This design comes from an exercise in tuning for small area and a short achievable clock period on the open sky130 flow, not from production work. In this exercise RTL edits were held to simulation tests only and were not proved equivalent to the original. Power and IR drop assume default switching activity.

Design multiply_accumulate, start of the top module:
module multiply_accumulate(
  clk,
  aresetn,
  reset,
  data,
  multi,
  result,
  overflow
);
Size: roughly 68 I/O pins.
export LEC_CHECK = 0
export CAP_MARGIN = 20
export CORE_MARGIN = 2
export CORE_UTILIZATION = 60
export CTS_BUF_LIST = sky130_fd_sc_hd__clkbuf_8
export CTS_CLUSTER_DIAMETER = 60
export CTS_CLUSTER_SIZE = 15
export SETUP_SLACK_MARGIN = 2.5
export SLEW_MARGIN = 20
export TNS_END_PERCENT = 0
create_clock -name core_clock -period 4.5 [get_ports {clk}]
standard.sh (not shown) runs the stock make flow with config.mk's settings and CLKGATE_MAP_FILE= SYNTH_SCRIPT=/design/flow/synth_recipe.tcl, a recipe that flattens the netlist after the stock synthesis.
==> flow/flow/run.sh <==
#!/bin/bash
# The standard layout (standard.sh), with these changes to how it is made:
# - synthesis runs flow/synth.tcl: the standard flow's synthesis script, with ABC mapping
#   the logic for delay (flow/abc_delay.script);
# - Yosys does not map full/half adders to the library's fa/ha cells
#   (ADDER_MAP_FILE empty), so ABC maps that logic too;
# - port buffers are sky130_fd_sc_hd__buf_1, the smallest buffer.
export MY_FLOW_DIR=$PWD/flow
bash standard.sh "SYNTH_SCRIPT=$PWD/flow/synth.tcl" "ADDER_MAP_FILE=" \
  "BUFFER_PORTS_ARGS=-buffer_cell sky130_fd_sc_hd__buf_1" finish > standard.log 2>&1
==> flow/flow/abc_delay.script <==
&get -n
&st
&dch
&nf -D 1500
&put
buffer -c
topo
stime -c
upsize -c -D 1500
dnsize -c -D 1500
==> flow/flow/synth.tcl <==
# The standard flow's synthesis script (synth_recipe.tcl, which runs ORFS's synth.tcl) with
# one change: ABC maps the combinational logic with flow/abc_delay.script, a
# delay-driven script, instead of ORFS's abc_speed.script.  Registers are
# mapped before ABC runs and are not changed by it.
proc abc {args} {
  set i [lsearch -exact $args -script]
  if {$i >= 0} {
    set args [lreplace $args [expr {$i + 1}] [expr {$i + 1}] $::env(MY_FLOW_DIR)/abc_delay.script]
  }
  puts "flow/synth.tcl: abc $args"
  yosys abc {*}$args
}
source $::env(MY_FLOW_DIR)/../synth_recipe.tcl
The first run finished clean.
Change:
--- a/flow/config.mk
+++ b/flow/config.mk
@@ -10 +10 @@
-export CORE_UTILIZATION = 60
+export CORE_UTILIZATION = 50
What happened:
- routed wire length is higher by 4.4%
- final area is higher by 2.2%
- total power is higher by 2.7%
- count of clock-buffer cells in the layout is lower by 1
- setup slack gains 0.048 ns
- hold slack loses 0.048 ns
- clock power is higher by about 5%
- sequential power stays flat
- utilization is lower by 11 points
- die area is higher by 20%
- area after synthesis stays the same
Change:
--- a/flow/config.mk
+++ b/flow/config.mk
@@ -10 +10 @@
-export CORE_UTILIZATION = 50
+export CORE_UTILIZATION = 70
@@ -14 +14 @@
-export SETUP_SLACK_MARGIN = 2.5
+export SETUP_SLACK_MARGIN = 2.2
The new run completed without violations.
Worst setup slack degrades by 0.13 ns.
Synthesized cell count stays the same.
Routed wire length came out higher by a little under a tenth.
Die area came out lower by a quarter to a third.
Count of clock-buffer cells in the layout came out higher by 1.
Flip-flop and latch count is unchanged.
Via count came out higher by a few percent.
Fmax came out lower by a few percent.
Hold slack improves by 0.044 ns.
Change:
--- a/flow/config.mk
+++ b/flow/config.mk
@@ -10 +10 @@
-export CORE_UTILIZATION = 70
+export CORE_UTILIZATION = 55
@@ -14 +14 @@
-export SETUP_SLACK_MARGIN = 2.2
+export SETUP_SLACK_MARGIN = 2.5
Result: Setup slack gains 0.13 ns; die area climbs by 27%; worst hold slack gets worse by 0.024 ns; wire length is lower by 9.5%; cell count increases by 5.3%; final area is higher by 0.59%; global-route usage is lower by 6.3 points.
Change:
--- a/flow/config.mk
+++ b/flow/config.mk
@@ -10 +10 @@
-export CORE_UTILIZATION = 55
+export CORE_UTILIZATION = 65
@@ -14 +14 @@
-export SETUP_SLACK_MARGIN = 2.5
+export SETUP_SLACK_MARGIN = 3.0
The changed run went through all stages and came out clean; global-route usage is higher by 3.7 points; flip-flop and latch count is unchanged; non-clock buffer count is lower by 12; total power barely changes; via count is higher slightly; clock power stays flat; worst hold slack is worse by 0.014 ns; wire length is higher by a few percent; setup slack is worse by 0.064 ns.

-- static timing again, ports no longer ideal --
How much do the figures lean on ideal ports? The routed layouts below were timed once more, with nothing changed but the port constraints. Step 1 (the two cells are an assumption about what drives the block):
set clk [get_ports {clk}]
set_driving_cell -lib_cell sky130_fd_sc_hd__clkbuf_16 $clk
set_driving_cell -lib_cell sky130_fd_sc_hd__buf_2 [delete_from_list [all_inputs] $clk]
Step 2, shift: input delay + t, output delay - t, t = (earliest + latest rising clock arrival at the registers) / 2. This alone moves slack from input paths to output paths. Slacks: no drivers / after step 1 / after step 2; pairs: no drivers / after step 1.
run	shift t [ns]	setup WS [ns]	worst slew at a driven data input, ns
the first run	0.656	2.069 / 2.069 / 2.069	0.04
the second run	0.670	2.116 / 2.116 / 2.116	0.03
the third run	0.645	1.990 / 1.990 / 1.990	0.03
the fourth run	0.662	2.119 / 2.119 / 2.119	0.04
the fifth run	0.645	2.055 / 2.055 / 2.055	0.04
After both steps setup and hold are still met in every run listed.
